Context: an optimization exercise on an open-source flow, tuned for small area. The choices shown serve that exercise and are no tape-out recipe.

==> exp/amber: inputs <==
Design custom_alu_top, start of the top module:
module custom_alu_top(
    input             CLK,
    input      [31:0] RA,
    input      [31:0] RB,
    input      [4:0]  ALU_OP,
    output reg [31:0] Y,
    output reg        C
    );
Settings: LEC_CHECK=0, CAP_MARGIN=20, CORE_MARGIN=2, CORE_UTILIZATION=40, CTS_CLUSTER_DIAMETER=60, CTS_CLUSTER_SIZE=10, SLEW_MARGIN=20, SYNTH_HIERARCHICAL=1; clock period 75.0 ns.
run.sh (not shown) runs the stock make flow with config.mk's settings and CLKGATE_MAP_FILE= SYNTH_SCRIPT=/design/flow/synth_recipe.tcl, a recipe that flattens the netlist after the stock synthesis.
==> exp/maple: changes against exp/amber <==
--- a/flow/design.v
+++ b/flow/design.v
@@ -49,11 +49,11 @@
 wire [31:0] bhi;
 assign bhi[31] = 1'b0;
 genvar k;
 generate
     for (k = 30; k >= 0; k = k - 1) begin : g_bhi
-        assign bhi[k] = sh ? (RB[4:0] > k) : (|RB[31:k+1]);
+        assign bhi[k] = bhi[k+1] | bo[k+1];
     end
 endgenerate
 wire [31:0] yc  = m ? RA : ~bo;        
 wire [31:0] ycn = ~yc;                
 wire [31:0] ax  = {32{~m}} & RA;       
@@ -599,144 +599,70 @@
     assign qo = en & (a_c[10]);
     wire sel = ms | qo;
     assign r = ~(sel ? {a_s[9], a_s[8], a_s[7], a_s[6], a_s[5], a_s[4], a_s[3], a_s[2], a_s[1], a_s[0]} : x);    
 endmodule
 module custom_alu_row10(input [10:0] x, input [10:0] y, input ci, input ms, input en, output [10:0] r, output qo);
-    wire [11:0] a_p, a_g;
-    assign a_p[0] = 1'b0;
-    assign a_g[0] = ci;
-    custom_alu_pg a_pg0 (.a(x[0]), .b(y[0]), .p(a_p[1]), .g(a_g[1]));
-    custom_alu_pg a_pg1 (.a(x[1]), .b(y[1]), .p(a_p[2]), .g(a_g[2]));
-    custom_alu_pg a_pg2 (.a(x[2]), .b(y[2]), .p(a_p[3]), .g(a_g[3]));
-    custom_alu_pg a_pg3 (.a(x[3]), .b(y[3]), .p(a_p[4]), .g(a_g[4]));
-    custom_alu_pg a_pg4 (.a(x[4]), .b(y[4]), .p(a_p[5]), .g(a_g[5]));
-    custom_alu_pg a_pg5 (.a(x[5]), .b(y[5]), .p(a_p[6]), .g(a_g[6]));
-    custom_alu_pg a_pg6 (.a(x[6]), .b(y[6]), .p(a_p[7]), .g(a_g[7]));
-    custom_alu_pg a_pg7 (.a(x[7]), .b(y[7]), .p(a_p[8]), .g(a_g[8]));
-    custom_alu_pg a_pg8 (.a(x[8]), .b(y[8]), .p(a_p[9]), .g(a_g[9]));
-    custom_alu_pg a_pg9 (.a(x[9]), .b(y[9]), .p(a_p[10]), .g(a_g[10]));
-    custom_alu_pg a_pg10 (.a(x[10]), .b(y[10]), .p(a_p[11]), .g(a_g[11]));
-    wire a_G0_1;
-    custom_alu_go_ppp_p a_G0_1_u (.gh(a_g[1]), .ph(a_p[1]), .gl(a_g[0]), .g(a_G0_1));
-    wire a_G0_3, a_P0_3;
-    custom_alu_gp_pppp_p a_G0_3_u (.gh(a_g[3]), .ph(a_p[3]), .gl(a_g[2]), .pl(a_p[2]), .g(a_G0_3), .p(a_P0_3));
-    wire a_G0_5, a_P0_5;
-    custom_alu_gp_pppp_p a_G0_5_u (.gh(a_g[5]), .ph(a_p[5]), .gl(a_g[4]), .pl(a_p[4]), .g(a_G0_5), .p(a_P0_5));
-    wire a_G0_7, a_P0_7;
-    custom_alu_gp_pppp_p a_G0_7_u (.gh(a_g[7]), .ph(a_p[7]), .gl(a_g[6]), .pl(a_p[6]), .g(a_G0_7), .p(a_P0_7));
-    wire a_G0_9, a_P0_9;
-    custom_alu_gp_pppp_p a_G0_9_u (.gh(a_g[9]), .ph(a_p[9]), .gl(a_g[8]), .pl(a_p[8]), .g(a_G0_9), .p(a_P0_9));
-    wire a_G0_11, a_P0_11;
-    custom_alu_gp_pppp_p a_G0_11_u (.gh(a_g[11]), .ph(a_p[11]), .gl(a_g[10]), .pl(a_p[10]), .g(a_G0_11), .p(a_P0_11));
-    wire a_G1_3;
-    custom_alu_go_ppp_p a_G1_3_u (.gh(a_G0_3), .ph(a_P0_3), .gl(a_G0_1), .g(a_G1_3));
-    wire a_G1_7, a_P1_7;
-    custom_alu_gp_pppp_p a_G1_7_u (.gh(a_G0_7), .ph(a_P0_7), .gl(a_G0_5), .pl(a_P0_5), .g(a_G1_7), .p(a_P1_7));
-    wire a_G1_11, a_P1_11;
-    custom_alu_gp_pppp_p a_G1_11_u (.gh(a_G0_11), .ph(a_P0_11), .gl(a_G0_9), .pl(a_P0_9), .g(a_G1_11), .p(a_P1_11));
-    wire a_G2_7;
-    custom_alu_go_ppp_p a_G2_7_u (.gh(a_G1_7), .ph(a_P1_7), .gl(a_G1_3), .g(a_G2_7));
-    wire a_G3_11;
-    custom_alu_go_ppp_p a_G3_11_u (.gh(a_G1_11), .ph(a_P1_11), .gl(a_G2_7), .g(a_G3_11));
-    wire a_G4_5;
-    custom_alu_go_ppp_p a_G4_5_u (.gh(a_G0_5), .ph(a_P0_5), .gl(a_G1_3), .g(a_G4_5));
-    wire a_G4_9;
-    custom_alu_go_ppp_p a_G4_9_u (.gh(a_G0_9), .ph(a_P0_9), .gl(a_G2_7), .g(a_G4_9));
-    wire a_G5_2;
-    custom_alu_go_ppp_p a_G5_2_u (.gh(a_g[2]), .ph(a_p[2]), .gl(a_G0_1), .g(a_G5_2));
-    wire a_G5_4;
-    custom_alu_go_ppp_p a_G5_4_u (.gh(a_g[4]), .ph(a_p[4]), .gl(a_G1_3), .g(a_G5_4));
-    wire a_G5_6;
-    custom_alu_go_ppp_p a_G5_6_u (.gh(a_g[6]), .ph(a_p[6]), .gl(a_G4_5), .g(a_G5_6));
-    wire a_G5_8;
-    custom_alu_go_ppp_p a_G5_8_u (.gh(a_g[8]), .ph(a_p[8]), .gl(a_G2_7), .g(a_G5_8));
-    wire a_G5_10;
-    custom_alu_go_ppp_p a_G5_10_u (.gh(a_g[10]), .ph(a_p[10]), .gl(a_G4_9), .g(a_G5_10));
-    wire a_s0 = a_p[1] ^ a_g[0];
-    wire a_s1 = a_p[2] ^ a_G0_1;
-    wire a_s2 = a_p[3] ^ a_G5_2;
-    wire a_s3 = a_p[4] ^ a_G1_3;
-    wire a_s4 = a_p[5] ^ a_G5_4;
-    wire a_s5 = a_p[6] ^ a_G4_5;
-    wire a_s6 = a_p[7] ^ a_G5_6;
-    wire a_s7 = a_p[8] ^ a_G2_7;
-    wire a_s8 = a_p[9] ^ a_G5_8;
-    wire a_s9 = a_p[10] ^ a_G4_9;
-    wire a_s10 = a_p[11] ^ a_G5_10;
-    assign qo = en & ~(a_G3_11);
+    wire [11:0] a_c;
+    wire [10:0] a_s;
+    assign a_c[0] = ci;
+    assign a_s[0] = x[0] ^ y[0] ^ a_c[0];
+    assign a_c[1] = (x[0] & y[0]) | (a_c[0] & (x[0] ^ y[0]));
+    assign a_s[1] = x[1] ^ y[1] ^ a_c[1];
+    assign a_c[2] = (x[1] & y[1]) | (a_c[1] & (x[1] ^ y[1]));
+    assign a_s[2] = x[2] ^ y[2] ^ a_c[2];
+    assign a_c[3] = (x[2] & y[2]) | (a_c[2] & (x[2] ^ y[2]));
+    assign a_s[3] = x[3] ^ y[3] ^ a_c[3];
+    assign a_c[4] = (x[3] & y[3]) | (a_c[3] & (x[3] ^ y[3]));
+    assign a_s[4] = x[4] ^ y[4] ^ a_c[4];
+    assign a_c[5] = (x[4] & y[4]) | (a_c[4] & (x[4] ^ y[4]));
+    assign a_s[5] = x[5] ^ y[5] ^ a_c[5];
+    assign a_c[6] = (x[5] & y[5]) | (a_c[5] & (x[5] ^ y[5]));
+    assign a_s[6] = x[6] ^ y[6] ^ a_c[6];
+    assign a_c[7] = (x[6] & y[6]) | (a_c[6] & (x[6] ^ y[6]));
+    assign a_s[7] = x[7] ^ y[7] ^ a_c[7];
+    assign a_c[8] = (x[7] & y[7]) | (a_c[7] & (x[7] ^ y[7]));
+    assign a_s[8] = x[8] ^ y[8] ^ a_c[8];
+    assign a_c[9] = (x[8] & y[8]) | (a_c[8] & (x[8] ^ y[8]));
+    assign a_s[9] = x[9] ^ y[9] ^ a_c[9];
+    assign a_c[10] = (x[9] & y[9]) | (a_c[9] & (x[9] ^ y[9]));
+    assign a_s[10] = x[10] ^ y[10] ^ a_c[10];
+    assign a_c[11] = (x[10] & y[10]) | (a_c[10] & (x[10] ^ y[10]));
+    assign qo = en & ~(a_c[11]);
     wire sel = ms | qo;
-    assign r = ~(sel ? {a_s10, a_s9, a_s8, a_s7, a_s6, a_s5, a_s4, a_s3, a_s2, a_s1, a_s0} : x);    
+    assign r = ~(sel ? {a_s[10], a_s[9], a_s[8], a_s[7], a_s[6], a_s[5], a_s[4], a_s[3], a_s[2], a_s[1], a_s[0]} : x);    
 endmodule
 module custom_alu_row11(input [11:0] x, input [11:0] y, input ci, input ms, input en, output [11:0] r, output qo);
-    wire [12:0] a_p, a_g;
-    assign a_p[0] = 1'b0;
-    assign a_g[0] = ci;
-    custom_alu_pg a_pg0 (.a(x[0]), .b(y[0]), .p(a_p[1]), .g(a_g[1]));
-    custom_alu_pg a_pg1 (.a(x[1]), .b(y[1]), .p(a_p[2]), .g(a_g[2]));
-    custom_alu_pg a_pg2 (.a(x[2]), .b(y[2]), .p(a_p[3]), .g(a_g[3]));
-    custom_alu_pg a_pg3 (.a(x[3]), .b(y[3]), .p(a_p[4]), .g(a_g[4]));
-    custom_alu_pg a_pg4 (.a(x[4]), .b(y[4]), .p(a_p[5]), .g(a_g[5]));
-    custom_alu_pg a_pg5 (.a(x[5]), .b(y[5]), .p(a_p[6]), .g(a_g[6]));
-    custom_alu_pg a_pg6 (.a(x[6]), .b(y[6]), .p(a_p[7]), .g(a_g[7]));
-    custom_alu_pg a_pg7 (.a(x[7]), .b(y[7]), .p(a_p[8]), .g(a_g[8]));
-    custom_alu_pg a_pg8 (.a(x[8]), .b(y[8]), .p(a_p[9]), .g(a_g[9]));
-    custom_alu_pg a_pg9 (.a(x[9]), .b(y[9]), .p(a_p[10]), .g(a_g[10]));
-    custom_alu_pg a_pg10 (.a(x[10]), .b(y[10]), .p(a_p[11]), .g(a_g[11]));
-    custom_alu_pg a_pg11 (.a(x[11]), .b(y[11]), .p(a_p[12]), .g(a_g[12]));
-    wire a_G0_1;
-    custom_alu_go_ppp_p a_G0_1_u (.gh(a_g[1]), .ph(a_p[1]), .gl(a_g[0]), .g(a_G0_1));
-    wire a_G0_3, a_P0_3;
-    custom_alu_gp_pppp_p a_G0_3_u (.gh(a_g[3]), .ph(a_p[3]), .gl(a_g[2]), .pl(a_p[2]), .g(a_G0_3), .p(a_P0_3));
-    wire a_G0_5, a_P0_5;
-    custom_alu_gp_pppp_p a_G0_5_u (.gh(a_g[5]), .ph(a_p[5]), .gl(a_g[4]), .pl(a_p[4]), .g(a_G0_5), .p(a_P0_5));
-    wire a_G0_7, a_P0_7;
-    custom_alu_gp_pppp_p a_G0_7_u (.gh(a_g[7]), .ph(a_p[7]), .gl(a_g[6]), .pl(a_p[6]), .g(a_G0_7), .p(a_P0_7));
-    wire a_G0_9, a_P0_9;
-    custom_alu_gp_pppp_p a_G0_9_u (.gh(a_g[9]), .ph(a_p[9]), .gl(a_g[8]), .pl(a_p[8]), .g(a_G0_9), .p(a_P0_9));
-    wire a_G0_11, a_P0_11;
-    custom_alu_gp_pppp_p a_G0_11_u (.gh(a_g[11]), .ph(a_p[11]), .gl(a_g[10]), .pl(a_p[10]), .g(a_G0_11), .p(a_P0_11));
-    wire a_G1_3;
-    custom_alu_go_ppp_p a_G1_3_u (.gh(a_G0_3), .ph(a_P0_3), .gl(a_G0_1), .g(a_G1_3));
-    wire a_G1_7, a_P1_7;
-    custom_alu_gp_pppp_p a_G1_7_u (.gh(a_G0_7), .ph(a_P0_7), .gl(a_G0_5), .pl(a_P0_5), .g(a_G1_7), .p(a_P1_7));
-    wire a_G1_11, a_P1_11;
-    custom_alu_gp_pppp_p a_G1_11_u (.gh(a_G0_11), .ph(a_P0_11), .gl(a_G0_9), .pl(a_P0_9), .g(a_G1_11), .p(a_P1_11));
-    wire a_G2_7;
-    custom_alu_go_ppp_p a_G2_7_u (.gh(a_G1_7), .ph(a_P1_7), .gl(a_G1_3), .g(a_G2_7));
-    wire a_G3_11;
-    custom_alu_go_ppp_p a_G3_11_u (.gh(a_G1_11), .ph(a_P1_11), .gl(a_G2_7), .g(a_G3_11));
-    wire a_G4_5;
-    custom_alu_go_ppp_p a_G4_5_u (.gh(a_G0_5), .ph(a_P0_5), .gl(a_G1_3), .g(a_G4_5));
-    wire a_G4_9;
-    custom_alu_go_ppp_p a_G4_9_u (.gh(a_G0_9), .ph(a_P0_9), .gl(a_G2_7), .g(a_G4_9));
-    wire a_G5_2;
-    custom_alu_go_ppp_p a_G5_2_u (.gh(a_g[2]), .ph(a_p[2]), .gl(a_G0_1), .g(a_G5_2));
-    wire a_G5_4;
-    custom_alu_go_ppp_p a_G5_4_u (.gh(a_g[4]), .ph(a_p[4]), .gl(a_G1_3), .g(a_G5_4));
-    wire a_G5_6;
-    custom_alu_go_ppp_p a_G5_6_u (.gh(a_g[6]), .ph(a_p[6]), .gl(a_G4_5), .g(a_G5_6));
-    wire a_G5_8;
-    custom_alu_go_ppp_p a_G5_8_u (.gh(a_g[8]), .ph(a_p[8]), .gl(a_G2_7), .g(a_G5_8));
-    wire a_G5_10;
-    custom_alu_go_ppp_p a_G5_10_u (.gh(a_g[10]), .ph(a_p[10]), .gl(a_G4_9), .g(a_G5_10));
-    wire a_G5_12;
-    custom_alu_go_ppp_p a_G5_12_u (.gh(a_g[12]), .ph(a_p[12]), .gl(a_G3_11), .g(a_G5_12));
-    wire a_s0 = a_p[1] ^ a_g[0];
-    wire a_s1 = a_p[2] ^ a_G0_1;
-    wire a_s2 = a_p[3] ^ a_G5_2;
-    wire a_s3 = a_p[4] ^ a_G1_3;
-    wire a_s4 = a_p[5] ^ a_G5_4;
-    wire a_s5 = a_p[6] ^ a_G4_5;
-    wire a_s6 = a_p[7] ^ a_G5_6;
-    wire a_s7 = a_p[8] ^ a_G2_7;
-    wire a_s8 = a_p[9] ^ a_G5_8;
-    wire a_s9 = a_p[10] ^ a_G4_9;
-    wire a_s10 = a_p[11] ^ a_G5_10;
-    wire a_s11 = a_p[12] ^ a_G3_11;
-    assign qo = en & (a_G5_12);
+    wire [12:0] a_c;
+    wire [11:0] a_s;
+    assign a_c[0] = ci;
+    assign a_s[0] = x[0] ^ y[0] ^ a_c[0];
+    assign a_c[1] = (x[0] & y[0]) | (a_c[0] & (x[0] ^ y[0]));
+    assign a_s[1] = x[1] ^ y[1] ^ a_c[1];
+    assign a_c[2] = (x[1] & y[1]) | (a_c[1] & (x[1] ^ y[1]));
+    assign a_s[2] = x[2] ^ y[2] ^ a_c[2];
+    assign a_c[3] = (x[2] & y[2]) | (a_c[2] & (x[2] ^ y[2]));
+    assign a_s[3] = x[3] ^ y[3] ^ a_c[3];
+    assign a_c[4] = (x[3] & y[3]) | (a_c[3] & (x[3] ^ y[3]));
+    assign a_s[4] = x[4] ^ y[4] ^ a_c[4];
+    assign a_c[5] = (x[4] & y[4]) | (a_c[4] & (x[4] ^ y[4]));
+    assign a_s[5] = x[5] ^ y[5] ^ a_c[5];
+    assign a_c[6] = (x[5] & y[5]) | (a_c[5] & (x[5] ^ y[5]));
+    assign a_s[6] = x[6] ^ y[6] ^ a_c[6];
+    assign a_c[7] = (x[6] & y[6]) | (a_c[6] & (x[6] ^ y[6]));
+    assign a_s[7] = x[7] ^ y[7] ^ a_c[7];
+    assign a_c[8] = (x[7] & y[7]) | (a_c[7] & (x[7] ^ y[7]));
+    assign a_s[8] = x[8] ^ y[8] ^ a_c[8];
+    assign a_c[9] = (x[8] & y[8]) | (a_c[8] & (x[8] ^ y[8]));
+    assign a_s[9] = x[9] ^ y[9] ^ a_c[9];
+    assign a_c[10] = (x[9] & y[9]) | (a_c[9] & (x[9] ^ y[9]));
+    assign a_s[10] = x[10] ^ y[10] ^ a_c[10];
+    assign a_c[11] = (x[10] & y[10]) | (a_c[10] & (x[10] ^ y[10]));
+    assign a_s[11] = x[11] ^ y[11] ^ a_c[11];
+    assign a_c[12] = (x[11] & y[11]) | (a_c[11] & (x[11] ^ y[11]));
+    assign qo = en & (a_c[12]);
     wire sel = ms | qo;
-    assign r = ~(sel ? {a_s11, a_s10, a_s9, a_s8, a_s7, a_s6, a_s5, a_s4, a_s3, a_s2, a_s1, a_s0} : x);    
+    assign r = ~(sel ? {a_s[11], a_s[10], a_s[9], a_s[8], a_s[7], a_s[6], a_s[5], a_s[4], a_s[3], a_s[2], a_s[1], a_s[0]} : x);    
 endmodule
 module custom_alu_row12(input [12:0] x, input [12:0] y, input ci, input ms, input en, output [12:0] r, output qo);
     wire [13:0] a_p, a_g;
     assign a_p[0] = 1'b0;
     assign a_g[0] = ci;
==> metrics.cfg <==
[finish]
fillers = 8108
n_all_buffers = 290
multi_input_area_share_pct = 81.4
utilization_pct = 45.1
final_cell_count_no_fill = 5021

[status]
status = timing/DRC/antenna clean

[timing]
fmax_mhz = 13.8
setup_slack_ns = 2.62
period_minus_slack_ns = 72.38

[synthesis]
yosysTopAreaCellShare_pct = 18.8
netlist_area_mm2 = 0.0329
yosys.area_share.simple_pct = 14.1
synthCells = 3750

[placed_design]
post_dp_cell_area_mm2 = 0.0350
dp_cells = 4893

[detailed_routing]
firstDrtPassIters = 11

[clock_network]
worstSkewPairLatency_ns = 0.39

[power]
p_int_mw = 0.427

[critical_path]
cp_slowest_stage_delay_ns = 0.61

The numbers above come from exp/amber.

==> metrics.cfg <==
[status]
status = complete, but fails checks
so.violations = setup timing

[timing]
period_minus_slack_ns = 75.21
fmax_mhz = 13.3
setup_slack_ns = -0.207
setup_violations = 1

[synthesis]
synthCells = 3645
netlist_area_mm2 = 0.0323

[finish]
fillers = 7627
n_all_buffers = 388
final_cell_count_no_fill = 5003
multi_input_area_share_pct = 79.5

[power]
p_int_mw = 0.455

[critical_path]
cp_slowest_stage_delay_ns = 0.56

[placed_design]
post_dp_cell_area_mm2 = 0.0353
dp_cells = 4879

[clock_network]
worstSkewPairLatency_ns = 0.40

[detailed_routing]
firstDrtPassIters = 6

The numbers above come from exp/maple.

Function was not checked in any run of this note: the RTL went through the layout flow alone.

## re-timing with driven ports
Ports are ideal in the flow. The routed layouts listed here were re-timed in OpenROAD. Step 1, drivers: a clkbuf_16 drives CLK and a buf_2 each remaining input, both assumed. Step 2 times the ports against the registers' clock, not the clock port: input delays grow and output delays shrink by t, the midpoint of the rising clock arrivals with the driver on. Slacks: no drivers / after step 1 / after step 2; pairs: no drivers / after step 1.
run	t, ns	setup WS [ns]	hold slack, ns	worst setup path after step 2
exp/amber	0.420	2.623 / 2.623 / 2.623	0.771 / 0.771 / 0.771	register to register
exp/maple	0.427	-0.207 / -0.207 / -0.207	0.871 / 0.871 / 0.871	register to register
